From an optimization exercise on the open Yosys and OpenROAD flow, aimed at small area and a short achievable clock period; shortcuts taken in it are not production practice.
RTL that was checked went through simulation tests only; none was proved equivalent to the original.
Only the layout flow was run in run 2; the RTL was not checked for function there.
Power figures rest on the tool's default switching activity, not on a simulated workload.

### design.v
module counter #(
    parameter W = 32  
    )(
        input logic clock, reset,
        input logic load, cnt_up,
        input logic [W-1:0] cnt_in,
        output logic [W-1:0] cnt_out
    );
    logic [W-1:0] cnt_ff;
    assign cnt_out = cnt_ff;
    always_ff@(posedge clock) begin
        if (reset)
            cnt_ff <= '0;
        else if(load)
            cnt_ff <= cnt_in;
        else if(cnt_up)
            cnt_ff <= cnt_ff + 1'b1;
    end
endmodule
module processing_element1#(
    parameter WIDTH=64
    )(
        input logic clock,
        input logic reset,
        input logic we,
        input logic [WIDTH-1:0] start_range_in, end_range_in,
        input logic [WIDTH-1:0] id_in,
        input logic in_range_in,
        input logic valid_in,
        output logic [WIDTH-1:0] start_range_out, end_range_out,
        output logic [WIDTH-1:0] id_out,
        output logic in_range_out,
        output logic valid_out
    );
    logic [WIDTH-1:0] start_reg, end_reg;
    assign start_range_out = start_reg;
    assign end_range_out = end_reg;
    always_ff@(posedge clock) begin
        if(reset) begin
            start_reg <= '0;
            end_reg <= '0;
            id_out <= '0;
            in_range_out <= '0;
            valid_out <= '0;
        end
        else begin
            if(we) begin
                start_reg <= start_range_in;
                end_reg <= end_range_in;
                in_range_out <= '0;
                valid_out <= '0;
            end
            else begin
                if(valid_in && ((start_reg <= id_in && id_in <= end_reg) || in_range_in)) begin
                    in_range_out <= '1;
                end
                else
                    in_range_out <= '0;
                valid_out <= valid_in;
            end
            id_out <= id_in;
        end
    end
endmodule
module day5_puzzle1#(
    parameter WIDTH=64,
    parameter DEPTH=183
    )(
        input logic clock, reset,
        input logic load_ranges,
        input logic [WIDTH-1:0] start_range, end_range,
        input logic [WIDTH-1:0] id,
        output logic [31:0] total_fresh
    );
    generate
        logic [DEPTH:0][WIDTH-1:0] start_ranges;
        logic [DEPTH:0][WIDTH-1:0] end_ranges;
        logic [DEPTH:0][WIDTH-1:0] ids;
        logic [DEPTH:0] in_range;
        logic [DEPTH:0] valid;
        assign start_ranges[0] = start_range;
        assign end_ranges[0] = end_range;
        assign ids[0] = id;
        assign in_range[0] = '0;
        assign valid[0] = ~load_ranges;
        genvar i;
        for(i=0;i<DEPTH;i++) begin : g_pe
            processing_element1#(.WIDTH(WIDTH)) processing_element_inst(
                .clock(clock),
                .reset(reset),
                .we(load_ranges),
                .start_range_in(start_ranges[i]),
                .end_range_in(end_ranges[i]),
                .start_range_out(start_ranges[i+1]),
                .end_range_out(end_ranges[i+1]),
                .id_in(ids[i]),
                .id_out(ids[i+1]),
                .in_range_in(in_range[i]),
                .in_range_out(in_range[i+1]),
                .valid_in(valid[i]),
                .valid_out(valid[i+1])
                );
        end
        counter #(.W(32)) counter_inst(.clock(clock), .reset(reset), .load('0), .cnt_up(in_range[DEPTH] & ~load_ranges), .cnt_in('0), .cnt_out(total_fresh));
    endgenerate
endmodule
module day5_top(
        input  logic        clock,
        input  logic        reset,
        input  logic        load_ranges,
        input  logic [63:0] start_range,
        input  logic [63:0] end_range,
        input  logic [63:0] id,
        output logic [31:0] total_fresh
    );
    day5_puzzle1 #(.WIDTH(64), .DEPTH(16)) day5_puzzle_inst(
        .clock(clock), .reset(reset), .load_ranges(load_ranges),
        .start_range(start_range), .end_range(end_range), .id(id),
        .total_fresh(total_fresh));
endmodule
### constraint.sdc
create_clock -name core_clock -period 3.3 [get_ports {clock}]
set_input_delay 0.6600 -clock core_clock [delete_from_list [all_inputs] [get_ports {clock}]]
set_output_delay 0.6600 -clock core_clock [all_outputs]
set_load 0.01 [all_outputs]
### config.mk
export PLATFORM = sky130hd
export DESIGN_NAME = day5_top
export DESIGN_NICKNAME = day5_top
export VERILOG_FILES = /design/flow/design.v
export SDC_FILE = /design/flow/constraint.sdc
export NUM_CORES = 4
export LEC_CHECK = 0
export CAP_MARGIN = 20
export CORE_MARGIN = 2
export CORE_UTILIZATION = 40
export SLEW_MARGIN = 20
### run.sh
#!/bin/bash
# synth_recipe.tcl (not shown) runs the flow's synth.tcl, then flattens the netlist and writes it again
# the make line also repeats each setting of config.mk as NAME=value (left out here)
make -C /OpenROAD-flow-scripts/flow DESIGN_CONFIG=/design/flow/config.mk WORK_HOME=/design/flow/orfs CLKGATE_MAP_FILE= SYNTH_SCRIPT=/design/flow/synth_recipe.tcl finish
==> summary.md, run 1 <==
| Metric | Value |
|---|---|
| Routed Wire Length | approximately 350 mm |
| Area Overhead vs Synth | 12.9% |
| Setup TNS | 0 ns |
| 1st-iter DRT viols | around 5.5k |
| Filler cells | ~36k |
| CTS Buf Count | 333 |
| Critical path class | reg2reg |
| Maximum vdd ir drop | about 440 uV |
| Hpwl dp | ~270 mm |
| Post-synth EDFFs | 0 |
| Post-CTS Hold Buffers | 0 |
| Via density | 4.88 |
| Fin util | 0.453 |
| Startpoint types | flip-flop |
| Commonest non-fill, non-tap cell in the layout | nor2_1 |
| Fraction of the mapped netlist area in simple logic gates | 0.128 |
| 1st-pass router iterations | 5 |
| Period utilization | 0.906 |
| Worst-path fanout max | 3 |
| Worst-Skew Late Latency | 0.90 ns |
| Syn nets | between 15k and 20k |
| Longest Clk Path Bufs | 4 |
| Syn. warnings | 2 |
| Clock sink count | between 3k and 4k |
| Max Fclk | 334 MHz |
| Ports | between 200 and 250 |
| First-pass GRT wire length | roughly 560 mm |
| Core area | ~0.37 sq mm |
| Slew headroom | 0.305 |
| Routed via count | about 100k |
| Worst Clk Skew | approximately 0.034 ns |
| Met2 routed WL | approximately 150 mm |
| # rows | approximately 220 |
| Post-Syn Area | 0.148 sq mm |
| Total Power | about 80 mW |
| Port bufs | between 200 and 250 |
| Top_reg_cell synth | dfxtp_1 |
| Vias in the first global route | a little over 100k |
| Xor and xnor fraction of the mapped netlist area | 0.00160 |
| Most frequent cells in the layout | 3177 x nor2_1, 3071 x dfxtp_1, 2095 x inv_1 |
| Initial core utilization | 0.401 |
| Cts repair resizes | 0 |
| Leakage | ~76 nW |
| RSZ-0062 raised after global routing | no |
| Mux cell area share after synthesis | 0.139 |
| Clk slew on worst S/H paths | ~0.060 ns |
| Complex-gate fraction of the synthesized area | 0.0738 |
| DRT antenna net count | 0 |
| HP Start | reset |
| Root buffer cell | clkbuf_16 |
| Post-CTS setup buffers | 0 |
| Layout cells sized above 1 | 0.0444 |
| Register Area | between 0.06 and 0.07 sq mm |
| Worst Setup End Kind | flip-flop |
| Max Used Layer | met4 |
| Max Transition Viols Final | 0 |
| Synth top area cells | dfxtp_1 42%, ha_1 17%, mux2i_1 14% |
| Syn avg cell area | a little over 9 sq um |
| Post-Synthesis Cells | roughly 16k |
| GRT Resource Usage Total | 0.185 |
| CTS tree | built |
| Final Hold Fails | 0 |
| R2R cell count | 10 |
| Critical Path RT | ~4.1 ns |
| H-tree levels | 5 |
| Post-synth cell types | 75 |
| Setup violators final | 0 |
| Max Cap Viol | 0 |
| Largest family of logic cells by synthesized area | adder cells |
| Power per cell area | between 400 and 500 mW/mm^2 |
| Die area | between 0.3 and 0.4 sq mm |
| Hold Path Depth | 2 |
| Hold Crit Class | in2reg |
| Post-synth top area cell | dfxtp_1 |
| Flops & latches, synth | 3071 |
| Adder-cell area share of the yosys netlist | 0.173 |
| Avg WL per Cell | 16.5 um |
| Share of the synthesized area in the top cell type | 0.416 |
| Routed met3 length | roughly 8.4 mm |
| Fraction of registers with async set/reset | 0 |
| WL met1 | 182 mm |
| Overflow after GRT | 0 |
| Final #Nets | between 15k and 20k |
| Footprint of the multi-input gates | ~0.076 sq mm |
| # DRC | 0 |
| Sequential element share of the synthesized area | 0.416 |
| Largest net degree at the start of global routing | 200 |
| Routability cong. | 0.865 |
| Final Critical Period | 2.99 ns |
| Hold slack | about 0.17 ns |
| R2R setup slack | 0.31 ns |
| Slew @ Worst Pin | around 1.0 ns |
| Die outline height | just over 600 um |
| Crit path DAT | between 3 and 4 ns |
| Outcome | complete, no violations |
| Initial antenna violation count | 1 |
| Die Wd | about 610 um |
cells in the mapped netlist (9+ instances only):
| cell type | number |
|---|---|
| nand3_1 | 123 |
| o211a_1 | 10 |
| dfxtp_1 | 3071 |
| o31ai_1 | 12 |
| clkbuf_1 | 373 |
| a21oi_1 | 761 |
| a2111o_1 | 9 |
| buf_1 | 78 |
| a221oi_1 | 60 |
| o21a_1 | 26 |
| a21boi_0 | 12 |
| nor4b_1 | 11 |
| or3_1 | 10 |
| and4_1 | 77 |
| inv_1 | 2095 |
| a31oi_1 | 19 |
| buf_2 | 116 |
| nor2b_1 | 53 |
| and3_1 | 16 |
| nand2_1 | 442 |
| nor4_1 | 54 |
| xnor2_1 | 9 |
| o21ba_2 | 11 |
| a21o_1 | 340 |
| xor2_1 | 18 |
| o21ai_0 | 278 |
| a211oi_1 | 69 |
| nand4_1 | 370 |
| nor3_1 | 62 |
| o21bai_1 | 21 |
| nor2_1 | 3178 |
| a221o_1 | 19 |
| ha_1 | 2049 |
| o211ai_1 | 52 |
| mux2i_1 | 2049 |
| nand2b_1 | 13 |
| or2_2 | 10 |
area by class of cell:
class / count / share of cell area
multi-input cells: 10400 / 0.457
flip-flops and latches: 3071 / 0.368
clock buffers: 476 / 0.0587
inverters: 2095 / 0.0471
well taps: 4950 / 0.0371
repair buffers: 384 / 0.0234
clock inverters: 117 / 0.00831
diodes: 2 / 0.0000300
per-layer routing:
layer  global-route usage  vias up
met5                    0        -
met4               0.0818        0
met3               0.0162      618
met2                0.281     1298
met1                0.266    48200
li1                     -    54600
stage by stage:
step | cell area [sq um] | cells | worst slack [ns]
3_3_place_gp | 156000 | 20900 | 0.00552
6_report | 167000 | 21500 | 0.310
5_1_grt | 167000 | 21500 | 0.201
4_1_cts | 167000 | 21500 | 0.278
2_1_floorplan | 148000 | 16100 | 0.901
3_5_place_dp | 156000 | 20900 | 0.0121
critical path, cell delays in order (launching register included):
cell and delay (ns):
dfxtp_1 0.36, inv_1 0.07, ha_1 0.29, nand4_1 0.21, nor3_1 0.39, nor4b_1 0.70
buf_4 0.27, and4_1 0.21, a31oi_1 0.08, a21boi_0 0.13, a211oi_1 0.20
logic make-up after synthesis:
family / after synthesis
AOI/OAI and AO/OA: 1766
xor gates and xnor gates: 27
adders and majority gates: 2049
buffers and inverters: 2662
DFF: 3071
muxes: 2052
and+or+nand+nor: 4468
power breakdown:
group | switching, mW | leakage (nW) | internal, mW
registers | 0.307 | 24.8 | 37.4
clock network | 15.2 | 5.51 | 22.7
logic | 2.57 | 45.8 | 1.75
total | 18.1 | 76.2 | 61.9
worst max-delay path by stage:
stage	endpoint	slack, ns
after floorplan	flip-flop	0.90
after CTS	flip-flop	0.28
after global placement	flip-flop	0.006
after detailed placement	flip-flop	0.01
final	flip-flop	0.31
after global routing	flip-flop	0.20
==> run 2, diff against run 1 <==
==> design.v (replaced) <==
module day5_top(
        input  logic        clock,
        input  logic        reset,
        input  logic        load_ranges,
        input  logic [63:0] start_range,
        input  logic [63:0] end_range,
        input  logic [63:0] id,
        output logic [31:0] total_fresh
    );
    localparam int DEPTH = 16;
    function automatic logic ge64(input logic [63:0] a, input logic [63:0] b);
        logic [63:0] g, t;
        g = a & ~b;
        t = a | ~b;
        for (int w = 1; w < 64; w = w * 2)
            for (int i = 0; i < 64; i = i + 2 * w) begin
                g[i] = g[i + w] | (t[i + w] & g[i]);
                t[i] = t[i + w] & t[i];
            end
        ge64 = g[0] | t[0];
    endfunction
    logic [DEPTH-1:0][63:0] rs, re;
    always_ff @(posedge clock) begin
        rs[0] <= load_ranges ? start_range : rs[DEPTH-1];
        re[0] <= load_ranges ? end_range   : re[DEPTH-1];
        for (int k = 1; k < DEPTH; k++) begin
            rs[k] <= rs[k-1];
            re[k] <= re[k-1];
        end
    end
    logic [DEPTH-1:0] hit1;
    logic             v1;
    always_ff @(posedge clock) begin
        for (int k = 0; k < DEPTH; k++)
            hit1[k] <= ge64(id, rs[k]) & ge64(re[k], id);
        v1 <= ~reset & ~load_ranges;
    end
    logic f2;
    always_ff @(posedge clock)
        f2 <= ~reset & v1 & (|hit1);
    always_ff @(posedge clock) begin
        if (reset)
            total_fresh <= '0;
        else if (f2)
            total_fresh <= total_fresh + 32'd1;
    end
endmodule
--- a/config.mk
+++ b/config.mk
@@ -5,7 +5,8 @@
 export SDC_FILE = /design/flow/constraint.sdc
 export NUM_CORES = 4
 export LEC_CHECK = 0
+export ABC_AREA = 1
 export CAP_MARGIN = 20
 export CORE_MARGIN = 2
-export CORE_UTILIZATION = 40
+export CORE_UTILIZATION = 55
 export SLEW_MARGIN = 20
==> summary.md, run 2 <==
| Metric | Value |
|---|---|
| Syn avg cell area | 7.14 sq um (-22%) |
| Largest family of logic cells by synthesized area | simple AND/OR/NAND/NOR gates |
| Slew @ Worst Pin | 0.953 ns (-0.0894 ns) |
| CTS tree | built |
| Startpoint types | input port |
| Critical Path RT | 4.06 ns (-0.07 ns) |
| Core area | 0.150 sq mm (-59%) |
| Slew headroom | 0.363 (+0.0582) |
| Hold Path Depth | 2 (unchanged) |
| Clk slew on worst S/H paths | 0.06 ns (about the same) |
| Leakage | 46.6 nW (-39%) |
| Switch Pwr | 17.6 mW (-2.7%) |
| CP Cell Sequence | clkdlybuf4s50_1 > inv_2 > nand2_1 > nand2_1 > nor3_1 > nand2_1 > nor2_1 > nand2_1 > nand2_1 > nor2_1 > nand2_1 > nand2_1 > nand2_1 > nand2_1 > inv_1 |
| Buf/Inv on CP | 3 (+1) |
| Hold Path Sink | v1 |
| Maximum vdd ir drop | 550 uV (+26%) |
| Worst path max stage delay | 0.60 ns (-0.10 ns) |
| Adder-cell area share of the yosys netlist | 0.000151 (-0.173) |
| 1st-pass router iterations | 8 (+3) |
| Outcome | complete, no violations |
| CP top delay family | simple AND/OR/NAND/NOR gates |
| Hold Crit Class | in2reg |
| # rows | 142 (-36%) |
| Critical path class | in2reg |
| GRT Resource Usage Total | 0.325 (+0.140) |
| Share of the synthesized area in the top cell type | 0.506 (+0.0904) |
| Worst-Skew Late Latency | 0.83 ns (-0.07 ns) |
| DRT antenna net count | 0 (unchanged) |
| Longest Clk Path Bufs | 3 (-1) |
| Syn. warnings | 1 (-1) |
| Post-Synthesis Cells | 11.6k (-28%) |
| H-tree levels | 4 (-1) |
| # DRC | 0 (unchanged) |
| HP Start | load_ranges |
| RSZ-0062 raised after global routing | no |
| Worst Clk Skew | 0.0335 ns (-0.000361 ns) |
| Worst Setup End Kind | flip-flop |
| Register Area | 0.0420 sq mm (-32%) |
| Post-Syn Area | 0.0830 sq mm (-44%) |
| Power per cell area | 658 mW/mm^2 (+37%) |
| Commonest non-fill, non-tap cell in the layout | nand2_1 |
| Root buffer cell | clkbuf_16 |
| Most frequent cells in the layout | 3567 x nand2_1, 2098 x dfxtp_1, 1444 x nor2_1 |
| Sequential element share of the synthesized area | 0.506 (+0.0904) |
| Initial antenna violation count | 9 (+8) |
| Synth top area cells | dfxtp_1 51%, nand2_1 16%, nor2_1 6.5% |
| Reg2reg start | re[1023] |
| CTS Buf Count | 213 (-36%) |
| Worst-path fanout max | 31 (+28) |
| Routed Wire Length | 256 mm (-27%) |
| Vias in the first global route | 68.7k (-34%) |
| Die area | 0.154 sq mm (-59%) |
| Footprint of the multi-input gates | 0.0334 sq mm (-56%) |
| ANT cells | 0 (-2) |
| R2R setup slack | 0.91 ns (+0.60 ns) |
| Hpwl dp | 193 mm (-29%) |
| Filler cells | 13.1k (-63%) |
| Routed via count | 74.9k (-28%) |
| Ports | 227 (unchanged) |
| Complex-gate fraction of the synthesized area | 0.126 (+0.0523) |
| Layout cells sized above 1 | 0.0688 (+0.0245) |
| Via density | 5.29 (+8.3%) |
| Cts repair resizes | 0 (unchanged) |
| Final Critical Period | 2.87 ns (-0.118 ns) |
| Largest net degree at the start of global routing | 64 (-68%) |
| Post-synth EDFFs | 0 (unchanged) |
| Sw frac | 0.278 (+0.0515) |
| Fraction of registers with async set/reset | 0 (unchanged) |
| 1st-iter DRT viols | 5670 (+3.0%) |
| Max Transition Viols Final | 0 (unchanged) |
| Die Wd | 392 um (-36%) |
| Mux cell area share after synthesis | 0.00570 (-0.133) |
| Port bufs | 226 (unchanged) |
| Overflow after GRT | 0 (unchanged) |
| Final #Nets | 12.2k (-34%) |
| Clock sink count | 2098 (-32%) |
| Post-CTS setup buffers | 0 (unchanged) |
| Critical R2R Capture | hit1[15] |
| Setup violators final | 0 (unchanged) |
| Initial core utilization | 0.554 (+0.153) |
| Area Overhead vs Synth | 16.1% |
| Post-CTS Hold Buffers | 0 (unchanged) |
| Fin util | 0.644 (+0.191) |
| Xor and xnor fraction of the mapped netlist area | 0.000950 (-0.000649) |
| Period utilization | 0.870 (-0.0358) |
| Share of total power in the clock network | 0.397 (-0.078) |
| Post-synth cell types | 48 (-36%) |
| Syn nets | 11.8k (-36%) |
| First-pass GRT wire length | 385 mm (-32%) |
| Die outline height | 392 um (-36%) |
| Pre-CTS setup slack | -0.302 ns (-0.314 ns) |
| Avg WL per Cell | 18.1 um (+9.8%) |
| Final Hold Fails | 0 (unchanged) |
| Max Fclk | 348 MHz (+4.1%) |
| Flops & latches, synth | 2098 (-32%) |
| Max Cap Viol | 0 (unchanged) |
| Slowest stage cell, crit path | clkdlybuf4s50_1 |
| Comb pwr share | 0.138 (+0.084) |
| Synth top cells by count | 3567 x nand2_1, 2098 x dfxtp_1, 1444 x nor2_1, 1391 x inv_1, 919 x o21ai_0 |
| Top_reg_cell synth | dfxtp_1 |
| Fraction of the mapped netlist area in simple logic gates | 0.270 (+0.141) |
| Crit path top cell by count | nand2_1 |
| Flop pwr share | 0.465 (-0.006) |
| Top-count cell post-synth | nand2_1 |
| Routability cong. | 1.00 (+16%) |
| Worst setup margin | 0.428 ns (+0.118 ns) |
| Cell Int Power | 45.8 mW (-26%) |
| R2R cell count | 13 (+3) |
| Post-synth top area cell | dfxtp_1 |
| Crit path DAT | 3.63 ns (-0.19 ns) |
## run 2: cell count changes in the layout (fill, tap and decap cells not counted), sizes merged, moves of 416 or more
cell   change
a21oi    -416
dfxtp    -973
ha      -2048
inv      -662
mux2i   -2049
nand2   +3131
nor2    -1726
o21ai    +781
## run 2: worst max-delay path by stage
stage,end,from,depth (start not counted)
3_3_place_gp,hit1[4],id[27],15
6_report,hit1[13],id[6],15
5_1_grt,hit1[11],id[6],15
3_5_place_dp,hit1[4],id[27],15
4_1_cts,hit1[4],id[27],15
2_1_floorplan,hit1[9],id[56],13
## run 2: per-layer routing
| metal | track usage | vias to the layer above | share of wire |
|---|---|---|---|
| met3 | 0.0632 | 442 | 0.085 |
| met5 | 0 | - | 0.000086 |
| met2 | 0.498 | 2508 | 0.43 |
| met1 | 0.450 | 34700 | 0.45 |
| met4 | 0.132 | 4 | 0.042 |
| li1 | - | 37300 | - |
## run 2: cell families after synthesis
group | after synthesis
multiplexers | 42
flip-flops | 2098
AND/OR/NAND/NOR | 5657
AO/OA/AOI/OAI | 1934
XOR/XNOR | 9
adder cells (fa/ha/maj) | 1
buffers and inverters | 1877
## run 2: power groups by stage
stage / clock network [mW] / logic, mW / registers [mW]
4_1_cts: 25.4 / 8.64 / 29.4
5_1_grt: 26.5 / 9.70 / 29.7
6_report: 25.2 / 8.77 / 29.5
3_5_place_dp: 0 / 8.57 / 29.9
2_1_floorplan: 0 / 5.44 / 29.3
3_3_place_gp: 0 / 8.40 / 29.9
## run 2: cell type report
| class | instances | share of cell area |
|---|---|---|
| clock buffer | 326 | 0.0662 |
| inverter | 1443 | 0.0562 |
| timing repair buffer | 580 | 0.0590 |
| multi-input combinational | 7643 | 0.347 |
| tap | 2016 | 0.0262 |
| sequential | 2098 | 0.436 |
| clock inverter | 67 | 0.0102 |
## run 2: per-stage QoR
step           hold slack, ns  power [mW]  TNS (ns)  cell area, sq um  cells
3_5_place_dp            0.335        38.5     -1.49             89000  13800
5_1_grt                 0.284        65.9         0             96400  14200
6_report                0.283        63.4         0             96400  14200
4_1_cts                 0.257        63.5         0             96400  14200
2_1_floorplan           0.331        34.8         0             83000  11600
3_3_place_gp            0.334        38.3     -1.21             89000  13800
==> run 3, diff against run 2 <==
--- a/design.v
+++ b/design.v
@@ -38,10 +38,14 @@
     logic f2;
     always_ff @(posedge clock)
         f2 <= ~reset & v1 & (|hit1);
+    logic [31:0] carry;
+    always_comb
+        for (int i = 0; i < 32; i++)
+            carry[i] = f2 & (&(total_fresh | ~((32'd1 << i) - 32'd1)));
     always_ff @(posedge clock) begin
         if (reset)
             total_fresh <= '0;
-        else if (f2)
-            total_fresh <= total_fresh + 32'd1;
+        else
+            total_fresh <= total_fresh ^ carry;
     end
 endmodule
--- a/config.mk
+++ b/config.mk
@@ -9,4 +9,7 @@
 export CAP_MARGIN = 20
 export CORE_MARGIN = 2
 export CORE_UTILIZATION = 55
+export CTS_CLUSTER_DIAMETER = 100
+export CTS_CLUSTER_SIZE = 20
+export SETUP_SLACK_MARGIN = 1.5
 export SLEW_MARGIN = 20
==> summary.md, run 3 <==
| Metric | Value |
|---|---|
| Outcome | complete, no violations |
| Critical R2R Capture | total_fresh[29] |
| Synth top cells by count | 3574 x nand2_1, 2098 x dfxtp_1, 1305 x inv_1, 1264 x nor2_1, 847 x o21ai_0 |
| # rows | 141 (-0.70%) |
| Clk slew on worst S/H paths | 0.08 ns (+0.02 ns) |
| RSZ-0062 raised after global routing | yes |
| Final Hold Fails | 0 (unchanged) |
| CP Launch Point | total_fresh[4] |
| Overflow after GRT | 0 (unchanged) |
| Post-synth EDFFs | 0 (unchanged) |
| Post-Syn Area | 0.0823 sq mm (-0.86%) |
| Max Fclk | 523 MHz (+50%) |
| Routed via count | 74.8k (-0.10%) |
| Cell Int Power | 37.6 mW (-18%) |
| Final Critical Period | 1.91 ns (-0.962 ns) |
| 1st-pass router iterations | 6 (-2) |
| Period utilization | 0.579 (-0.292) |
| Commonest non-fill, non-tap cell in the layout | nand2_1 |
| Startpoint types | flip-flop |
| Share of the synthesized area in the top cell type | 0.510 (+0.00437) |
| CP Depth | 1 (-14) |
| Post-Synthesis Cells | 11.4k (-2.0%) |
| Hpwl dp | 187 mm (-2.8%) |
| Share of total power in the clock network | 0.271 (-0.126) |
| Buf/Inv on CP | 1 (-2) |
| Filler cells | 12.8k (-2.7%) |
| Final #Nets | 12.1k (-0.85%) |
| Layout cells sized above 1 | 0.144 (+0.0750) |
| Most frequent cells in the layout | 3340 x nand2_1, 1999 x dfxtp_1, 1275 x inv_1 |
| Sequential element share of the synthesized area | 0.510 (+0.00437) |
| Critical path class | reg2out |
| Reg2reg start | total_fresh[0] |
| H-tree levels | 3 (-1) |
| CTS Buf Count | 114 (-46%) |
| Leakage | 46.5 nW (-0.26%) |
| Clock sink count | 2098 (unchanged) |
| Power per cell area | 552 mW/mm^2 (-16%) |
| Via density | 5.42 (+2.5%) |
| Top-count cell post-synth | nand2_1 |
| Syn avg cell area | 7.23 sq um (+1.2%) |
| Post-CTS Hold Buffers | 0 (unchanged) |
| DRT antenna net count | 0 (unchanged) |
| Post-synth top area cell | dfxtp_1 |
| Max Cap Viol | 0 (unchanged) |
| Hold Crit Class | reg2reg |
| Sw frac | 0.301 (+0.0230) |
| Largest net degree at the start of global routing | 62 (-3.1%) |
| Worst Clk Skew | 0.0347 ns (+0.00119 ns) |
| Routability cong. | 0.967 (-3.6%) |
| R2R cell count | 13 (unchanged) |
| Die area | 0.153 sq mm (-0.85%) |
| Setup TNS | 0 ns (unchanged) |
| Total Power | 53.8 mW (-15%) |
| CP top delay family | flip-flops |
| Syn nets | 11.6k (-2.0%) |
| # DRC | 0 (unchanged) |
| Root buffer cell | clkbuf_16 |
| Worst path max stage delay | 0.37 ns (-0.23 ns) |
| 1st-iter DRT viols | 6444 (+14%) |
| Comb pwr share | 0.182 (+0.044) |
| Max Transition Viols Final | 0 (unchanged) |
| CP Cell Sequence | buf_6 |
| Die outline height | 391 um (-0.42%) |
| Syn. warnings | 1 (unchanged) |
| Worst-Skew Late Latency | 0.78 ns (-0.05 ns) |
| Routed Wire Length | 262 mm (+2.1%) |
| Worst-path fanout max | 5 (-84%) |
| Die Wd | 391 um (-0.42%) |
| First-pass GRT wire length | 386 mm (+0.15%) |
| Avg WL per Cell | 18.9 um (+4.8%) |
| Setup violators final | 0 (unchanged) |
| Slew @ Worst Pin | 0.670 ns (-0.283 ns) |
| Critical Path RT | 2.64 ns (-1.42 ns) |
| Switch Pwr | 16.2 mW (-8.1%) |
| Flops & latches, synth | 2098 (unchanged) |
| Core area | 0.148 sq mm (-1.1%) |
| Initial core utilization | 0.555 (+0.00113) |
| Maximum vdd ir drop | 469 uV (-15%) |
| Vias in the first global route | 68.2k (-0.72%) |
| Area Overhead vs Synth | 18.5% |
| Fraction of registers with async set/reset | 0 (unchanged) |
| Critical Path End | total_fresh[4] |
| Top_reg_cell synth | dfxtp_1 |
| Post-synth cell types | 53 (+10%) |
| Initial antenna violation count | 4 (-5) |
| R2R setup slack | 1.44 ns (+0.53 ns) |
| Slowest stage cell, crit path | dfxtp_4 |
| Worst Setup End Kind | output port |
| Ports | 227 (unchanged) |
| Slew headroom | 0.549 (+0.186) |
| CTS tree | built |
| Port bufs | 226 (unchanged) |
| Longest Clk Path Bufs | 3 (unchanged) |
| Crit path DAT | 1.25 ns (-2.38 ns) |
| GRT Resource Usage Total | 0.327 (+0.00186) |
| Flop pwr share | 0.548 (+0.083) |
| Synth top area cells | dfxtp_1 51%, nand2_1 16%, inv_1 6.0% |
## run 3: changes by cell type after synthesis, moves of 28 or more
cell,previous run,this run
nor2_1,1444,1264
nand3_1,425,527
inv_1,1391,1305
o21ai_1,141,55
o21ai_0,919,847
a21oi_1,346,303
nand4_1,24,67
or2_2,24,64
clkbuf_1,131,166
buf_2,251,223
## run 3: cell families (layout without fill, tap and decap cells)
| logic type | count (synthesis) | count (layout) | synth area share |
|---|---|---|---|
| XOR/XNOR | 1 | 1 | 0.000106 |
| other | 0 | 1 | 0 |
| buffers and inverters | 1785 | 2280 | 0.0871 |
| AO/OA/AOI/OAI | 1755 | 1755 | 0.117 |
| adder cells (fa/ha/maj) | 1 | 1 | 0.000152 |
| multiplexers | 39 | 39 | 0.00534 |
| flip-flops | 2098 | 2098 | 0.510 |
| AND/OR/NAND/NOR | 5707 | 5708 | 0.280 |
## run 3: layer usage
metal | vias to the layer above | GRT usage | routed length, um
met2 | 2356 | 0.522 | 117000
met1 | 35100 | 0.460 | 117000
li1 | 37000 | - | -
met5 | - | 0 | 27
met4 | 4 | 0.117 | 10500
met3 | 425 | 0.0346 | 17000
## run 3: timing repair
action	4_1_cts	5_1_grt
resized for setup	866	672
buffers inserted	108	76
hold endpoints to repair	0	0
cloned	31	16
setup endpoints to repair	62	64
pin swaps	124	263
## run 3: worst min-delay path by stage
stage,from,to,slack (ns),cells past startpoint
after floorplan,re[64],re[128],0.33,0
after global placement,re[576],re[640],0.33,0
after detailed placement,re[671],re[735],0.33,0
after CTS,re[375],re[439],0.33,0
after global routing,re[375],re[439],0.34,0
final,re[375],re[439],0.33,0
## run 3: cell type report
| cell class | instances | area [sq um] | share of cell area |
|---|---|---|---|
| flip-flops and latches | 2098 | 42100 | 0.432 |
| multi-input cells | 7504 | 35900 | 0.369 |
| repair buffers | 800 | 8620 | 0.0885 |
| inverters | 1349 | 5330 | 0.0546 |
| clock buffers | 117 | 2920 | 0.0299 |
| well taps | 1930 | 2410 | 0.0248 |
| clock inverters | 5 | 66.3 | 0.000680 |
| repair inverters | 9 | 55.1 | 0.000565 |
| diodes | 1 | 2.50 | 0.0000257 |
## run 3: through the flow
step | hold WS (ns) | setup WS (ns) | instance area, sq um | utilization | instances
after floorplan | 0.326 | 1.45 | 82900 | - | 11400
after global placement | 0.333 | -0.206 | 88400 | 0.596 | 13500
after detailed placement | 0.335 | -0.206 | 88400 | 0.596 | 13500
after CTS | 0.329 | 1.35 | 94900 | 0.640 | 13700
after global routing | 0.341 | 1.35 | 97500 | 0.658 | 13800
final | 0.329 | 1.39 | 97500 | 0.658 | 13800
## run 3: power by group through the flow
| stage | Clock (mW) | Sequential, mW | Combinational, mW |
|---|---|---|---|
| final | 14.6 | 29.5 | 9.77 |
| after global routing | 15.6 | 29.7 | 10.7 |
| after detailed placement | 0 | 29.9 | 8.38 |
| after global placement | 0 | 29.9 | 8.21 |
| after CTS | 14.7 | 29.4 | 9.09 |
| after floorplan | 0 | 29.3 | 5.48 |
==> run 4, diff against run 3 <==
==> design.v (replaced) <==
module cmp_node_n(input logic ghn, thn, gln, tln, output logic g, t);
    assign g = ~(ghn & (thn | gln));
    assign t = ~(thn | tln);
endmodule
module cmp_node_p(input logic gh, th, gl, tl, output logic gn, tn);
    assign gn = ~(gh | (th & gl));
    assign tn = ~(th & tl);
endmodule
module cmp_grp(input logic [7:0] a, nb, output logic g, t);
    always_comb begin
        logic [7:0] gg, tt;
        gg = a & nb;
        tt = a | nb;
        for (int w = 1; w < 8; w = w * 2)
            for (int i = 0; i < 8; i = i + 2 * w) begin
                gg[i] = gg[i + w] | (tt[i + w] & gg[i]);
                tt[i] = tt[i + w] & tt[i];
            end
        g = gg[0];
        t = tt[0];
    end
endmodule
module cmp_ge64(input logic [63:0] a, input logic [63:0] nb, output logic ge);
    logic [63:0] ac, nbc;
    assign ac  = {a[63:1], a[0] | nb[0]};
    assign nbc = {nb[63:1], a[0] | nb[0]};
    logic [7:0] gl0, tl0;   
    for (genvar i = 0; i < 8; i++) begin : lg
        cmp_grp u(.a(ac[8*i+7:8*i]), .nb(nbc[8*i+7:8*i]), .g(gl0[i]), .t(tl0[i]));
    end
    logic [3:0] gl1, tl1;   
    for (genvar i = 0; i < 4; i++) begin : nl1
        cmp_node_p u(.gh(gl0[2*i+1]), .th(tl0[2*i+1]), .gl(gl0[2*i]), .tl(tl0[2*i]), .gn(gl1[i]), .tn(tl1[i]));
    end
    logic [1:0] gl2, tl2;   
    for (genvar i = 0; i < 2; i++) begin : nl2
        cmp_node_n u(.ghn(gl1[2*i+1]), .thn(tl1[2*i+1]), .gln(gl1[2*i]), .tln(tl1[2*i]), .g(gl2[i]), .t(tl2[i]));
    end
    logic [0:0] gl3, tl3;   
    for (genvar i = 0; i < 1; i++) begin : nl3
        cmp_node_p u(.gh(gl2[2*i+1]), .th(tl2[2*i+1]), .gl(gl2[2*i]), .tl(tl2[2*i]), .gn(gl3[i]), .tn(tl3[i]));
    end
    assign ge = ~gl3[0];
endmodule
module day5_top(
        input  logic        clock,
        input  logic        reset,
        input  logic        load_ranges,
        input  logic [63:0] start_range,
        input  logic [63:0] end_range,
        input  logic [63:0] id,
        output logic [31:0] total_fresh
    );
    localparam int DEPTH = 16;
    logic [DEPTH-1:0][63:0] nrs, re;
    always_ff @(posedge clock) begin
        nrs[0] <= load_ranges ? ~start_range : nrs[DEPTH-1];
        re[0]  <= load_ranges ? end_range    : re[DEPTH-1];
        for (int k = 1; k < DEPTH; k++) begin
            nrs[k] <= nrs[k-1];
            re[k]  <= re[k-1];
        end
    end
    logic [63:0]      nid;
    logic [DEPTH-1:0] ge_s, le_e;
    assign nid = ~id;
    for (genvar k = 0; k < DEPTH; k++) begin : g_slot
        cmp_ge64 u_s(.a(id),    .nb(nrs[k]), .ge(ge_s[k]));   
        cmp_ge64 u_e(.a(re[k]), .nb(nid),    .ge(le_e[k]));   
    end
    logic [DEPTH-1:0] hit1;
    logic             v1;
    always_ff @(posedge clock) begin
        hit1 <= ge_s & le_e;
        v1   <= ~reset & ~load_ranges;
    end
    logic f2;
    always_ff @(posedge clock)
        f2 <= ~reset & v1 & (|hit1);
    logic [31:0] carry;
    always_comb
        for (int i = 0; i < 32; i++)
            carry[i] = f2 & (&(total_fresh | ~((32'd1 << i) - 32'd1)));
    always_ff @(posedge clock) begin
        if (reset)
            total_fresh <= '0;
        else
            total_fresh <= total_fresh ^ carry;
    end
endmodule
--- a/config.mk
+++ b/config.mk
@@ -5,11 +5,11 @@
 export SDC_FILE = /design/flow/constraint.sdc
 export NUM_CORES = 4
 export LEC_CHECK = 0
-export ABC_AREA = 1
 export CAP_MARGIN = 20
 export CORE_MARGIN = 2
-export CORE_UTILIZATION = 55
+export CORE_UTILIZATION = 60
 export CTS_CLUSTER_DIAMETER = 100
 export CTS_CLUSTER_SIZE = 20
 export SETUP_SLACK_MARGIN = 1.5
 export SLEW_MARGIN = 20
+export SYNTH_HIERARCHICAL = 1
==> summary.md, run 4 <==
| Metric | Value |
|---|---|
| Area Overhead vs Synth | 17.1% |
| Final #Nets | 8885 (-26%) |
| Avg WL per Cell | 21.5 um (+14%) |
| Met3 Use GR | 0.0492 (+0.0146) |
| Critical R2R Capture | hit1[0] |
| H-tree levels | 3 (unchanged) |
| Placed cell count | 10.1k (-25%) |
| Final Instance Area | 0.0882 sq mm (-9.5%) |
| Clock sink count | 2098 (unchanged) |
| Die Wd | 358 um (-8.3%) |
| Period utilization | 0.642 (+0.0636) |
| Die outline height | 358 um (-8.3%) |
| Port bufs | 226 (unchanged) |
| Startpoint types | input port |
| Critical Path End | hit1[0] |
| R2R setup slack | 1.20 ns (-0.24 ns) |
| Hold Crit Class | reg2reg |
| Worst-Skew Late Latency | 0.76 ns (-0.02 ns) |
| Worst path max stage delay | 0.39 ns (+0.02 ns) |
| # DRC | 0 (unchanged) |
| Met2 Use GR | 0.543 (+0.0210) |
| RSZ-0062 raised after global routing | yes |
| Setup violators final | 0 (unchanged) |
| Worst Setup End Kind | flip-flop |
| Vias in the first global route | 60.7k (-11%) |
| 1st-iter DRT viols | 6531 (+1.4%) |
| Crit path DAT | 2.78 ns (+1.53 ns) |
| Hold Path Depth | 0 (unchanged) |
| Final Critical Period | 2.12 ns (+0.210 ns) |
| Power per cell area | 592 mW/mm^2 (+7.4%) |
| Layout cells sized above 1 | 0.154 (+0.00969) |
| HP Start | nrs[128] |
| Post-CTS Hold Buffers | 0 (unchanged) |
| Core area | 0.125 sq mm (-16%) |
| Max Cap Viol | 0 (unchanged) |
| CTS tree | built |
| Total Power | 52.3 mW (-2.9%) |
| Post-Syn Area | 0.0754 sq mm (-8.4%) |
| Initial core utilization | 0.602 (+0.0471) |
| Hold slack | 0.340 ns (+0.0109 ns) |
| Worst Clk Skew | 0.0213 ns (-0.0134 ns) |
| Met1 usage | 0.439 (-0.0206) |
| Syn nets | 8208 (-29%) |
| Die area | 0.128 sq mm (-16%) |
| Slowest stage cell, crit path | a21oi_2 |
| # rows | 130 (-7.8%) |
| Longest Clk Path Bufs | 3 (unchanged) |
| Outcome | complete, no violations |
| Post-Synthesis Cells | 8012 (-30%) |
| Commonest non-fill, non-tap cell in the layout | dfxtp_1 |
| Slew @ Worst Pin | 0.771 ns (+0.102 ns) |
| Max Fclk | 472 MHz (-9.9%) |
| Routed via count | 65.1k (-13%) |
| DRT antenna net count | 0 (unchanged) |
| Leakage | 34.2 nW (-26%) |
| Hpwl dp | 151 mm (-19%) |
| Top Usage Layer GRT | met2 |
| Syn. warnings | 8 (+7) |
| Filler cells | 9461 (-26%) |
| CTS Buf Count | 114 (unchanged) |
| Clk slew on worst S/H paths | 0.09 ns (about the same) |
| Max Transition Viols Final | 0 (unchanged) |
| Initial antenna violation count | 8 (+4) |
| Most frequent cells in the layout | 2044 x dfxtp_1, 1459 x nor2_1, 616 x nand2_1 |
| Root buffer cell | clkbuf_16 |
| Critical Path RT | 3.96 ns (+1.32 ns) |
| R2R cell count | 8 (-5) |
| Critical path class | in2reg |
| Maximum vdd ir drop | 452 uV (-3.5%) |
| CP Cell Sequence | clkdlybuf4s15_1 > bufbuf_16 > a22oi_1 > nor3_1 > a21oi_1 > o211ai_1 > a21oi_2 > o21ai_2 > a21oi_4 > inv_1 > and2_1 |
| Slew headroom | 0.484 (-0.0652) |
| Ports | 227 (unchanged) |
| Syn avg cell area | 9.41 sq um (+30%) |
| Overflow after GRT | 0 (unchanged) |
| Final Hold Fails | 0 (unchanged) |
| Final Non-Filler Cells | 10.3k (-25%) |
| Reg2reg start | nrs[0] |
| Worst-path fanout max | 16 (+11) |
| Largest net degree at the start of global routing | 50 (-19%) |
| First-pass GRT wire length | 340 mm (-12%) |
| GRT Resource Usage Total | 0.335 (+0.00790) |
| CP Launch Point | id[45] |
| Routability cong. | 0.915 (-5.3%) |
| Dpl cell area | 0.0822 sq mm (-6.9%) |
| Routed Wire Length | 223 mm (-15%) |
| 1st-pass router iterations | 7 (+1) |
| Via density | 6.29 (+16%) |
## run 4: report_power, final
part           total [mW]  internal, mW  switching, mW  leakage, nW
logic                7.96          3.29           4.67         15.0
clock network        14.3          6.39           7.94         1.48
registers            30.0          27.7           2.22         17.7
total                52.3          37.4           14.8         34.2
## run 4: critical path, delay by kind of cell
kind,cells,cell delay [ns]
buffers and inverters,3,0.65
and+or+nand+nor,2,0.19
AOI/OAI and AO/OA,6,1.25
## run 4: through the flow
| step | setup TNS, ns | worst slack (ns) | util |
|---|---|---|---|
| after floorplan | 0 | 1.10 | - |
| after global placement | -0.154 | -0.0644 | 0.658 |
| after detailed placement | -0.260 | -0.0912 | 0.658 |
| after CTS | 0 | 1.22 | 0.701 |
| after global routing | 0 | 1.17 | 0.705 |
| final | 0 | 1.18 | 0.705 |
## run 4: worst min path at each step
stage | end | slack (ns)
after detailed placement | re[192] | 0.33
after global placement | nrs[320] | 0.33
after CTS | nrs[192] | 0.35
after global routing | nrs[192] | 0.35
after floorplan | nrs[128] | 0.32
final | nrs[192] | 0.34
## run 4: area by class of cell
class	instances	area, sq um	area share
clock buffer	122	3000	0.0340
tap	1650	2060	0.0234
antenna	3	7.51	0.0000851
timing repair buffer	580	6720	0.0762
multi-input combinational	5724	33600	0.380
clock inverter	1	8.76	0.0000993
sequential	2098	42100	0.477
inverter	166	717	0.00813
timing repair inverter	5	37.5	0.000425
## run 4: timing repair
action                                  CTS  global route
gates resized for setup                 534            98
endpoints found under the setup margin   62            67
buffers inserted                         67            22
cloned                                   34             5
pin swaps                               148            67
## run 4: metal layers
metal,routed length (um),vias to the layer above
met2,102000,2434
met1,94000,31200
met5,32,-
met4,11800,4
met3,14700,473
li1,-,30900
==> run 5, diff against run 4 <==
--- a/design.v
+++ b/design.v
@@ -77,14 +77,16 @@
     logic f2;
     always_ff @(posedge clock)
         f2 <= ~reset & v1 & (|hit1);
-    logic [31:0] carry;
+    logic [31:0] count, carry;
     always_comb
         for (int i = 0; i < 32; i++)
-            carry[i] = f2 & (&(total_fresh | ~((32'd1 << i) - 32'd1)));
+            carry[i] = f2 & (&(count | ~((32'd1 << i) - 32'd1)));
     always_ff @(posedge clock) begin
         if (reset)
-            total_fresh <= '0;
+            count <= '0;
         else
-            total_fresh <= total_fresh ^ carry;
+            count <= count ^ carry;
     end
+    always_ff @(posedge clock)
+        total_fresh <= count;
 endmodule
==> summary.md, run 5 <==
| Metric | Value |
|---|---|
| Setup violators final | 0 (unchanged) |
| Register Area | 0.0428 sq mm (+1.6%) |
| Worst Clk Skew | 0.0234 ns (+0.00210 ns) |
| 1st-pass router iterations | 6 (-1) |
| Pre-CTS setup slack | -0.144 ns (-0.0524 ns) |
| Maximum vdd ir drop | 452 uV (-0.19%) |
| Worst-Skew Late Latency | 0.76 ns (about the same) |
| Commonest non-fill, non-tap cell in the layout | dfxtp_1 |
| Initial antenna violation count | 2 (-6) |
| Most frequent cells in the layout | 2057 x dfxtp_1, 1417 x nor2_1, 607 x nand2_1 |
| Area Overhead vs Synth | 18.8% |
| CP Cell Sequence | or2_1 > a22oi_2 > o211ai_1 > a21oi_2 > o21ai_4 > a21oi_4 > inv_2 > and2_1 |
| Worst setup margin | 1.22 ns (+0.0417 ns) |
| Hpwl dp | 153 mm (+1.3%) |
| Clock sink count | 2130 (+1.5%) |
| First-pass GRT wire length | 351 mm (+3.1%) |
| Slew @ Worst Pin | 0.785 ns (+0.0137 ns) |
| CP top delay family | compound AO/OA/AOI/OAI gates |
| Hold Crit Class | in2reg |
| Filler cells | 9545 (+0.89%) |
| RSZ-0062 raised after global routing | yes |
| Footprint of the multi-input gates | 0.0341 sq mm (+1.6%) |
| Hold Path Depth | 2 (+2) |
| H-tree levels | 3 (unchanged) |
| Final #Nets | 8970 (+0.96%) |
| Buf/Inv on CP | 1 (-2) |
| Post-Synthesis Cells | 8044 (+0.40%) |
| Routability cong. | 0.923 (+0.90%) |
| Flop pwr share | 0.570 (-0.003) |
| Period utilization | 0.630 (-0.0126) |
| Slew headroom | 0.472 (-0.0124) |
| Die Wd | 360 um (+0.42%) |
| Sw frac | 0.285 (+0.00138) |
| Setup TNS | 0 ns (unchanged) |
| CP Depth | 8 (-3) |
| # rows | 130 (unchanged) |
| CTS tree | built |
| Final Hold Fails | 0 (unchanged) |
| Clk slew on worst S/H paths | 0.08 ns (about the same) |
| Core area | 0.126 sq mm (+0.52%) |
| Routed via count | 66.0k (+1.5%) |
| DRT antenna net count | 0 (unchanged) |
| Port bufs | 226 (unchanged) |
| Leakage | 34.9 nW (+2.2%) |
| ANT cells | 0 (-3) |
| Startpoint types | flip-flop |
| Worst Setup End Kind | flip-flop |
| Via density | 6.33 (+0.71%) |
| Worst-path fanout max | 2 (-14) |
| Comb pwr share | 0.157 (+0.005) |
| Max Transition Viols Final | 0 (unchanged) |
| 1st-iter DRT viols | 6616 (+1.3%) |
| # DRC | 0 (unchanged) |
| Final Critical Period | 2.08 ns (-0.0417 ns) |
| Max Fclk | 481 MHz (+2.0%) |
| Initial core utilization | 0.604 (+0.00198) |
| Vias in the first global route | 61.8k (+1.8%) |
| Outcome | complete, no violations |
| Switch Pwr | 15.2 mW (+2.6%) |
| Crit path DAT | 2.73 ns (-0.05 ns) |
| Slowest stage cell, crit path | a21oi_2 |
| Post-CTS Hold Buffers | 0 (unchanged) |
| Syn. warnings | 8 (unchanged) |
| Syn avg cell area | 9.45 sq um (+0.45%) |
| Die area | 0.130 sq mm (+0.84%) |
| Cell Int Power | 38.1 mW (+1.9%) |
| Power per cell area | 591 mW/mm^2 (-0.19%) |
| Ports | 227 (unchanged) |
| GRT Resource Usage Total | 0.340 (+0.00518) |
| Layout cells sized above 1 | 0.174 (+0.0208) |
| Critical Path RT | 3.95 ns (about the same) |
| Routed Wire Length | 232 mm (+3.9%) |
| Overflow after GRT | 0 (unchanged) |
| CTS Buf Count | 116 (+1.8%) |
| Largest net degree at the start of global routing | 49 (-2.0%) |
| Longest Clk Path Bufs | 3 (unchanged) |
| Max Cap Viol | 0 (unchanged) |
| Root buffer cell | clkbuf_16 |
| Post-Syn Area | 0.0760 sq mm (+0.85%) |
| Critical path class | reg2reg |
| Avg WL per Cell | 22.2 um (+3.1%) |
| Worst path max stage delay | 0.35 ns (-0.04 ns) |
| R2R cell count | 8 (unchanged) |
| Syn nets | 8240 (+0.39%) |
| Share of total power in the clock network | 0.273 (about the same) |
| Die outline height | 360 um (+0.42%) |
run 5: layout make-up:
class                   instances  share of cell area
repair buffers                634              0.0833
clock inverters                 1            0.000125
clock buffers                 121              0.0335
repair inverters                3            0.000194
multi-input cells            5723               0.378
flip-flops and latches       2130               0.474
well taps                    1650              0.0229
inverters                     166             0.00828
run 5: final timing paths:
check        endpoint     start  slack (ns)
max reg2reg  hit1[12]  nrs[768]        1.22
min reg2reg  nrs[576]  nrs[512]        0.34
max          hit1[12]  nrs[768]        1.22
min                v1     reset        0.23
run 5: worst reg2reg max path: stages (launching register included):
cell and delay (ns):
dfxtp_2 0.34, or2_1 0.26, a22oi_2 0.16, o211ai_1 0.16, a21oi_2 0.35, o21ai_4 0.16, a21oi_4 0.29, inv_2 0.11
and2_1 0.17
run 5: power by group through the flow:
stage	Sequential, mW	Clock, mW	Combinational [mW]
finish	30.4	14.6	8.36
global route	30.7	15.6	9.05
CTS	30.3	14.7	8.02
detailed placement	30.8	0	7.44
global placement	30.8	0	7.27
floorplan	30.1	0	4.73
run 5: metal layers:
metal  part of all wire  GRT usage
met2               0.46      0.555
met5                  0          0
met1               0.42      0.448
met4              0.052      0.166
met3              0.066     0.0431
run 5: repair_timing:
action,4_1_cts,5_1_grt
pin swaps,141,174
setup endpoints to repair,66,66
cloned,40,10
buffers inserted,82,28
resized for setup,620,299
run 5: metrics by stage:
stage,hold slack [ns],instances,power (mW),cell area [sq um],util
floorplan,0.323,8044,34.8,76100,-
global placement,0.327,10100,38.1,82900,0.660
detailed placement,0.330,10100,38.2,82900,0.660
CTS,0.169,10400,52.9,88800,0.706
global route,0.204,10400,55.3,90300,0.718
finish,0.225,10400,53.4,90300,0.718
==> run 6, diff against run 5 <==
--- a/design.v
+++ b/design.v
@@ -20,7 +20,7 @@
         t = tt[0];
     end
 endmodule
-module cmp_ge64(input logic [63:0] a, input logic [63:0] nb, output logic ge);
+module cmp_lt64(input logic [63:0] a, input logic [63:0] nb, output logic lt);
     logic [63:0] ac, nbc;
     assign ac  = {a[63:1], a[0] | nb[0]};
     assign nbc = {nb[63:1], a[0] | nb[0]};
@@ -40,7 +40,7 @@
     for (genvar i = 0; i < 1; i++) begin : nl3
         cmp_node_p u(.gh(gl2[2*i+1]), .th(tl2[2*i+1]), .gl(gl2[2*i]), .tl(tl2[2*i]), .gn(gl3[i]), .tn(tl3[i]));
     end
-    assign ge = ~gl3[0];
+    assign lt = gl3[0];
 endmodule
 module day5_top(
         input  logic        clock,
@@ -62,31 +62,30 @@
         end
     end
     logic [63:0]      nid;
-    logic [DEPTH-1:0] ge_s, le_e;
+    logic [DEPTH-1:0] lt_s, gt_e;
     assign nid = ~id;
     for (genvar k = 0; k < DEPTH; k++) begin : g_slot
-        cmp_ge64 u_s(.a(id),    .nb(nrs[k]), .ge(ge_s[k]));   
-        cmp_ge64 u_e(.a(re[k]), .nb(nid),    .ge(le_e[k]));   
+        cmp_lt64 u_s(.a(id),    .nb(nrs[k]), .lt(lt_s[k]));   
+        cmp_lt64 u_e(.a(re[k]), .nb(nid),    .lt(gt_e[k]));   
     end
-    logic [DEPTH-1:0] hit1;
+    logic [DEPTH-1:0] below1, above1;
     logic             v1;
     always_ff @(posedge clock) begin
-        hit1 <= ge_s & le_e;
-        v1   <= ~reset & ~load_ranges;
+        below1 <= lt_s;
+        above1 <= gt_e;
+        v1     <= ~reset & ~load_ranges;
     end
     logic f2;
     always_ff @(posedge clock)
-        f2 <= ~reset & v1 & (|hit1);
-    logic [31:0] count, carry;
+        f2 <= ~reset & v1 & (|(~below1 & ~above1));
+    logic [31:0] carry;
     always_comb
         for (int i = 0; i < 32; i++)
-            carry[i] = f2 & (&(count | ~((32'd1 << i) - 32'd1)));
+            carry[i] = f2 & (&(total_fresh | ~((32'd1 << i) - 32'd1)));
     always_ff @(posedge clock) begin
         if (reset)
-            count <= '0;
+            total_fresh <= '0;
         else
-            count <= count ^ carry;
+            total_fresh <= total_fresh ^ carry;
     end
-    always_ff @(posedge clock)
-        total_fresh <= count;
 endmodule
--- a/config.mk
+++ b/config.mk
@@ -10,6 +10,6 @@
 export CORE_UTILIZATION = 60
 export CTS_CLUSTER_DIAMETER = 100
 export CTS_CLUSTER_SIZE = 20
-export SETUP_SLACK_MARGIN = 1.5
+export SETUP_SLACK_MARGIN = 1.3
 export SLEW_MARGIN = 20
 export SYNTH_HIERARCHICAL = 1
==> summary.md, run 6 <==
| Metric | Value |
|---|---|
| Final Hold Fails | 0 (unchanged) |
| Avg WL per Cell | 22.1 um (-0.43%) |
| Clk slew on worst S/H paths | 0.08 ns (about the same) |
| DRT antenna net count | 0 (unchanged) |
| Met2 Use GR | 0.548 (-0.00684) |
| Initial core utilization | 0.607 (+0.00233) |
| Syn avg cell area | 9.46 sq um (+0.14%) |
| Initial antenna violation count | 17 (+15) |
| Longest Clk Path Bufs | 3 (unchanged) |
| Via density | 6.30 (-0.52%) |
| Leakage | 33.3 nW (-4.5%) |
| Die outline height | 358 um (-0.45%) |
| H-tree levels | 3 (unchanged) |
| Port bufs | 226 (unchanged) |
| Worst Clk Skew | 0.0176 ns (-0.00576 ns) |
| Die area | 0.128 sq mm (-0.89%) |
| Post-CTS Hold Buffers | 0 (unchanged) |
| Met3 Use GR | 0.0534 (+0.0102) |
| Crit path top cell by count | a21oi_2 |
| Final #Nets | 8806 (-1.8%) |
| Power per cell area | 606 mW/mm^2 (+2.5%) |
| Hpwl dp | 155 mm (+1.1%) |
| Max Fclk | 483 MHz (+0.39%) |
| Syn. warnings | 8 (unchanged) |
| Routed Wire Length | 227 mm (-2.0%) |
| RSZ-0062 raised after global routing | yes |
| Vias in the first global route | 59.7k (-3.4%) |
| Slew headroom | 0.528 (+0.0559) |
| CP Depth | 7 (-1) |
| Crit path DAT | 2.71 ns (-0.02 ns) |
| Top Usage Layer GRT | met2 |
| Critical Path RT | 3.94 ns (about the same) |
| Max Cap Viol | 0 (unchanged) |
| Startpoint types | input port |
| Post-Syn Area | 0.0753 sq mm (-0.90%) |
| CTS tree | built |
| Worst-Skew Late Latency | 0.76 ns (about the same) |
| CP Cell Sequence | clkdlybuf4s50_1 > buf_4 > a22oi_1 > o211ai_1 > a21oi_2 > o21ai_4 > a21oi_2 |
| 1st-pass router iterations | 7 (+1) |
| Overflow after GRT | 0 (unchanged) |
| Die Wd | 358 um (-0.45%) |
| Worst path max stage delay | 0.72 ns (+0.37 ns) |
| Hold Path Depth | 0 (-2) |
| Syn nets | 8156 (-1.0%) |
| Fin util | 0.697 (-0.0204) |
| Max Transition Viols Final | 0 (unchanged) |
| Hold Crit Class | reg2reg |
| Maximum vdd ir drop | 462 uV (+2.3%) |
| Filler cells | 9569 (+0.25%) |
| Slew @ Worst Pin | 0.708 ns (-0.0775 ns) |
| Worst-path fanout max | 12 (+10) |
| Post-Synthesis Cells | 7960 (-1.0%) |
| Clock sink count | 2114 (-0.75%) |
| Met1 usage | 0.448 (about the same) |
| Core area | 0.124 sq mm (-1.3%) |
| Period utilization | 0.627 (-0.00244) |
| Worst Setup End Kind | flip-flop |
| Ports | 227 (unchanged) |
| Largest net degree at the start of global routing | 49 (unchanged) |
| Area Overhead vs Synth | 15.0% |
| CP top delay family | compound AO/OA/AOI/OAI gates |
| Routability cong. | 0.926 (+0.34%) |
| Layout cells sized above 1 | 0.138 (-0.0364) |
| Commonest non-fill, non-tap cell in the layout | dfxtp_1 |
| First-pass GRT wire length | 343 mm (-2.2%) |
| Root buffer cell | clkbuf_16 |
| GRT Resource Usage Total | 0.341 (+0.000943) |
| # DRC | 0 (unchanged) |
| Buf/Inv on CP | 2 (+1) |
| R2R cell count | 7 (-1) |
| Final Critical Period | 2.07 ns (-0.00806 ns) |
| 1st-iter DRT viols | 6623 (+0.11%) |
| Routed via count | 64.6k (-2.1%) |
| Most frequent cells in the layout | 2081 x dfxtp_1, 1508 x nor2_1, 611 x nand2_1 |
| CTS Buf Count | 115 (-0.86%) |
| Hold slack | 0.342 ns (+0.116 ns) |
| Outcome | complete, no violations |
| Setup violators final | 0 (unchanged) |
| Critical path class | in2reg |
| # rows | 129 (-0.77%) |
| Slowest stage cell, crit path | clkdlybuf4s50_1 |
[run 6: where the power goes]
part	leakage, nW	switching (mW)	internal [mW]
Sequential	17.8	2.25	28.0
Combinational	14.0	4.63	3.13
Clock	1.50	8.01	6.46
[run 6: worst paths after layout]
kind / slack (ns) / to / start
setup reg to reg: 1.39 / below1[2] / nrs[133]
hold / removal: 0.34 / re[448] / re[384]
hold reg to reg: 0.34 / re[448] / re[384]
setup / recovery: 1.23 / below1[1] / id[40]
[run 6: timing repair]
item,4_1_cts,5_1_grt
pin swaps,19,26
buffers inserted,61,20
gates cloned,25,7
endpoints found under the hold margin,0,0
gates resized for setup,265,74
endpoints found under the setup margin,68,37
[run 6: area by class of cell]
class	count	area, sq um	area share
timing repair buffer	540	5660	0.0654
antenna	10	25.0	0.000289
timing repair inverter	14	90.1	0.00104
sequential	2114	42400	0.490
clock inverter	1	8.76	0.000101
clock buffer	121	3030	0.0350
inverter	132	682	0.00788
multi-input combinational	5693	32700	0.377
tap	1637	2050	0.0237
[run 6: stage by stage]
stage | worst slack (ns) | cell area [sq um] | instances | total power [mW] | setup TNS, ns
3_5_place_dp | -0.0245 | 81900 | 10000 | 38.0 | -0.0245
5_1_grt | 1.26 | 86600 | 10300 | 54.5 | 0
6_report | 1.23 | 86600 | 10300 | 52.5 | 0
2_1_floorplan | 1.30 | 75500 | 7960 | 34.6 | 0
3_3_place_gp | 0.00439 | 81900 | 10000 | 37.8 | 0
4_1_cts | 1.24 | 86200 | 10200 | 52.3 | 0
[run 6: routing by layer]
| layer | vias to the layer above | share of wire |
|---|---|---|
| li1 | 30700 | - |
| met1 | 30900 | 0.42 |
| met2 | 2589 | 0.46 |
| met3 | 443 | 0.071 |
| met4 | 12 | 0.054 |
| met5 | - | 0.00033 |
==> run 7, diff against run 6 <==
--- a/config.mk
+++ b/config.mk
@@ -10,6 +10,6 @@
 export CORE_UTILIZATION = 60
 export CTS_CLUSTER_DIAMETER = 100
 export CTS_CLUSTER_SIZE = 20
-export SETUP_SLACK_MARGIN = 1.3
+export SETUP_SLACK_MARGIN = 1.5
 export SLEW_MARGIN = 20
 export SYNTH_HIERARCHICAL = 1
==> summary.md, run 7 <==
| Metric | Value |
|---|---|
| Outcome | complete, no violations |
| Worst Setup End Kind | flip-flop |
| Final #Nets | 8903 (+1.1%) |
| Hold Crit Class | reg2reg |
| Core area | 0.124 sq mm (unchanged) |
| Worst-Skew Late Latency | 0.76 ns (about the same) |
| Syn. warnings | 8 (unchanged) |
| Crit path DAT | 2.58 ns (-0.13 ns) |
| Die Wd | 358 um (unchanged) |
| Die area | 0.128 sq mm (unchanged) |
| Post-Synthesis Cells | 7960 (unchanged) |
| RSZ-0062 raised after global routing | yes |
| Clk slew on worst S/H paths | 0.09 ns (about the same) |
| Post-Syn Area | 0.0753 sq mm (unchanged) |
| Filler cells | 9458 (-1.2%) |
| Switch Pwr | 15.1 mW (+1.3%) |
| Die outline height | 358 um (unchanged) |
| Avg WL per Cell | 22.4 um (+1.3%) |
| Share of total power in the clock network | 0.275 (about the same) |
| Ports | 227 (unchanged) |
| H-tree levels | 3 (unchanged) |
| Register Area | 0.0424 sq mm (+0.15%) |
| Slew @ Worst Pin | 0.613 ns (-0.0951 ns) |
| Commonest non-fill, non-tap cell in the layout | dfxtp_1 |
| # rows | 129 (unchanged) |
| Max Cap Viol | 0 (unchanged) |
| Hpwl dp | 156 mm (+0.52%) |
| Overflow after GRT | 0 (unchanged) |
| Area Overhead vs Synth | 17.3% |
| Syn avg cell area | 9.46 sq um (unchanged) |
| 1st-pass router iterations | 9 (+2) |
| Power per cell area | 598 mW/mm^2 (-1.3%) |
| Worst-path fanout max | 5 (-7) |
| Hold slack | 0.343 ns (+0.00170 ns) |
| Leakage | 33.9 nW (+1.6%) |
| Worst Clk Skew | 0.0268 ns (+0.00919 ns) |
| Final Critical Period | 1.92 ns (-0.148 ns) |
| Critical Path RT | 3.96 ns (+0.02 ns) |
| GRT Resource Usage Total | 0.346 (+0.00499) |
| Initial core utilization | 0.607 (unchanged) |
| Max Transition Viols Final | 0 (unchanged) |
| Port bufs | 226 (unchanged) |
| Cell Int Power | 37.7 mW (+0.41%) |
| Root buffer cell | clkbuf_16 |
| Startpoint types | input port |
| Flop pwr share | 0.573 (-0.003) |
| Syn nets | 8156 (unchanged) |
| Maximum vdd ir drop | 524 uV (+13%) |
| Initial antenna violation count | 13 (-4) |
| Final Hold Fails | 0 (unchanged) |
| Critical path class | in2reg |
| Comb pwr share | 0.152 (+0.004) |
| Post-CTS Hold Buffers | 0 (unchanged) |
| CTS Buf Count | 115 (unchanged) |
| Clock sink count | 2114 (unchanged) |
| Period utilization | 0.583 (-0.0449) |
| DRT antenna net count | 0 (unchanged) |
| Routed Wire Length | 232 mm (+2.3%) |
| Vias in the first global route | 60.5k (+1.2%) |
| Final Instance Area | 0.0883 sq mm (+2.0%) |
| Setup violators final | 0 (unchanged) |
| Sw frac | 0.286 (+0.00178) |
| Max Fclk | 520 MHz (+7.7%) |
| Layout cells sized above 1 | 0.163 (+0.0251) |
| # DRC | 0 (unchanged) |
| Pre-CTS setup slack | -0.00550 ns (+0.0190 ns) |
| Via density | 6.33 (+0.45%) |
| Footprint of the multi-input gates | 0.0331 sq mm (+1.4%) |
| 1st-iter DRT viols | 6580 (-0.65%) |
| Total Power | 52.8 mW (+0.66%) |
| CTS tree | built |
| Most frequent cells in the layout | 2040 x dfxtp_1, 1439 x nor2_1, 610 x nand2_1 |
| Longest Clk Path Bufs | 3 (unchanged) |
| Worst setup margin | 1.38 ns (+0.148 ns) |
| Slew headroom | 0.590 (+0.0622) |
| Routed via count | 65.6k (+1.4%) |
| Routability cong. | 0.918 (-0.89%) |
| Largest net degree at the start of global routing | 49 (unchanged) |
| First-pass GRT wire length | 349 mm (+1.8%) |
| Dpl cell area | 0.0817 sq mm (-0.26%) |
-- run 7: critical path, cell delays in order --
cell        delay (ns)
buf_8             0.11
clkinvlp_4        0.15
buf_6             0.12
buf_6             0.11
nor2_2            0.05
nor3_2            0.20
nand2_1           0.07
o211ai_1          0.48
a21oi_2           0.20
o21ai_2           0.31
a21oi_2           0.09
-- run 7: power by group through the flow --
stage	logic, mW	registers [mW]	clock network [mW]
CTS	7.67	30.1	14.6
finish	8.02	30.3	14.5
global route	8.71	30.5	15.6
global placement	7.12	30.7	0
floorplan	4.69	29.9	0
detailed placement	7.28	30.7	0
-- run 7: path summary, 6_finish.rpt --
check        slack (ns)  cells past startpoint          to    start
min                0.34                      0     re[768]  re[704]
max                1.38                     11   above1[9]    id[7]
max reg2reg        1.43                      7  above1[11]  re[711]
min reg2reg        0.34                      0     re[768]  re[704]
-- run 7: metrics by stage --
step | util | TNS, ns | cells
after floorplan | - | 0 | 7960
after global placement | 0.658 | 0 | 10000
after detailed placement | 0.658 | -0.00550 | 10000
after CTS | 0.700 | 0 | 10300
after global routing | 0.712 | 0 | 10400
final | 0.712 | 0 | 10400
-- run 7: per-layer routing --
layer / vias up / share of wire / global-route usage
met5: - / 0.00032 / 0
met4: 12 / 0.057 / 0.167
met3: 523 / 0.074 / 0.0551
met2: 2711 / 0.46 / 0.557
met1: 31400 / 0.41 / 0.456
li1: 30900 / - / -
-- run 7: area by class of cell --
| cell class | instances | share of cell area |
|---|---|---|
| clock inverter | 1 | 0.0000992 |
| inverter | 132 | 0.00789 |
| timing repair buffer | 628 | 0.0770 |
| tap | 1637 | 0.0232 |
| antenna | 13 | 0.000368 |
| clock buffer | 121 | 0.0343 |
| sequential | 2114 | 0.480 |
| multi-input combinational | 5693 | 0.375 |
| timing repair inverter | 23 | 0.00193 |
-- run 7: what timing repair did --
action | CTS | global route
pin swaps | 60 | 146
setup endpoints to repair | 72 | 68
resized for setup | 472 | 238
cloned | 32 | 15
setup buffers | 111 | 57

[afterwards: timing with drivers on the ports]
Ports are ideal in the flow. The routed layouts listed here were re-timed in OpenROAD.
Step 1: set_driving_cell puts a clkbuf_16 on clock and a buf_2 on each other input, an assumption about the parent block.
Step 2 times the ports against the registers' clock, not the clock port: input delays grow and output delays shrink by t, the midpoint of the rising clock arrivals with the driver on.
Three values: ideal ports, drivers, drivers and shift; two values: the first two.
run | t, ns | setup slack, ns | worst register clock-pin slew, ns
run 1 | 0.994 | 0.310 / 0.310 / 0.014 | 0.07 / 0.07
run 2 | 0.893 | 0.428 / 0.479 / -0.415 | 0.07 / 0.07
run 3 | 0.849 | 1.390 / 1.308 / 0.670 | 0.09 / 0.09
run 4 | 0.824 | 1.180 / 1.203 / 0.407 | 0.09 / 0.09
run 5 | 0.824 | 1.221 / 1.221 / 0.441 | 0.09 / 0.09
run 6 | 0.839 | 1.230 / 1.260 / 0.421 | 0.09 / 0.09
run 7 | 0.825 | 1.378 / 1.335 / 0.586 | 0.09 / 0.09
Met with ideal ports but missed after step 2: setup timing in run 2. For run 2, which loses most, drivers alone change the setup slack by +0.051 ns; drivers and shift together by -0.843 ns.
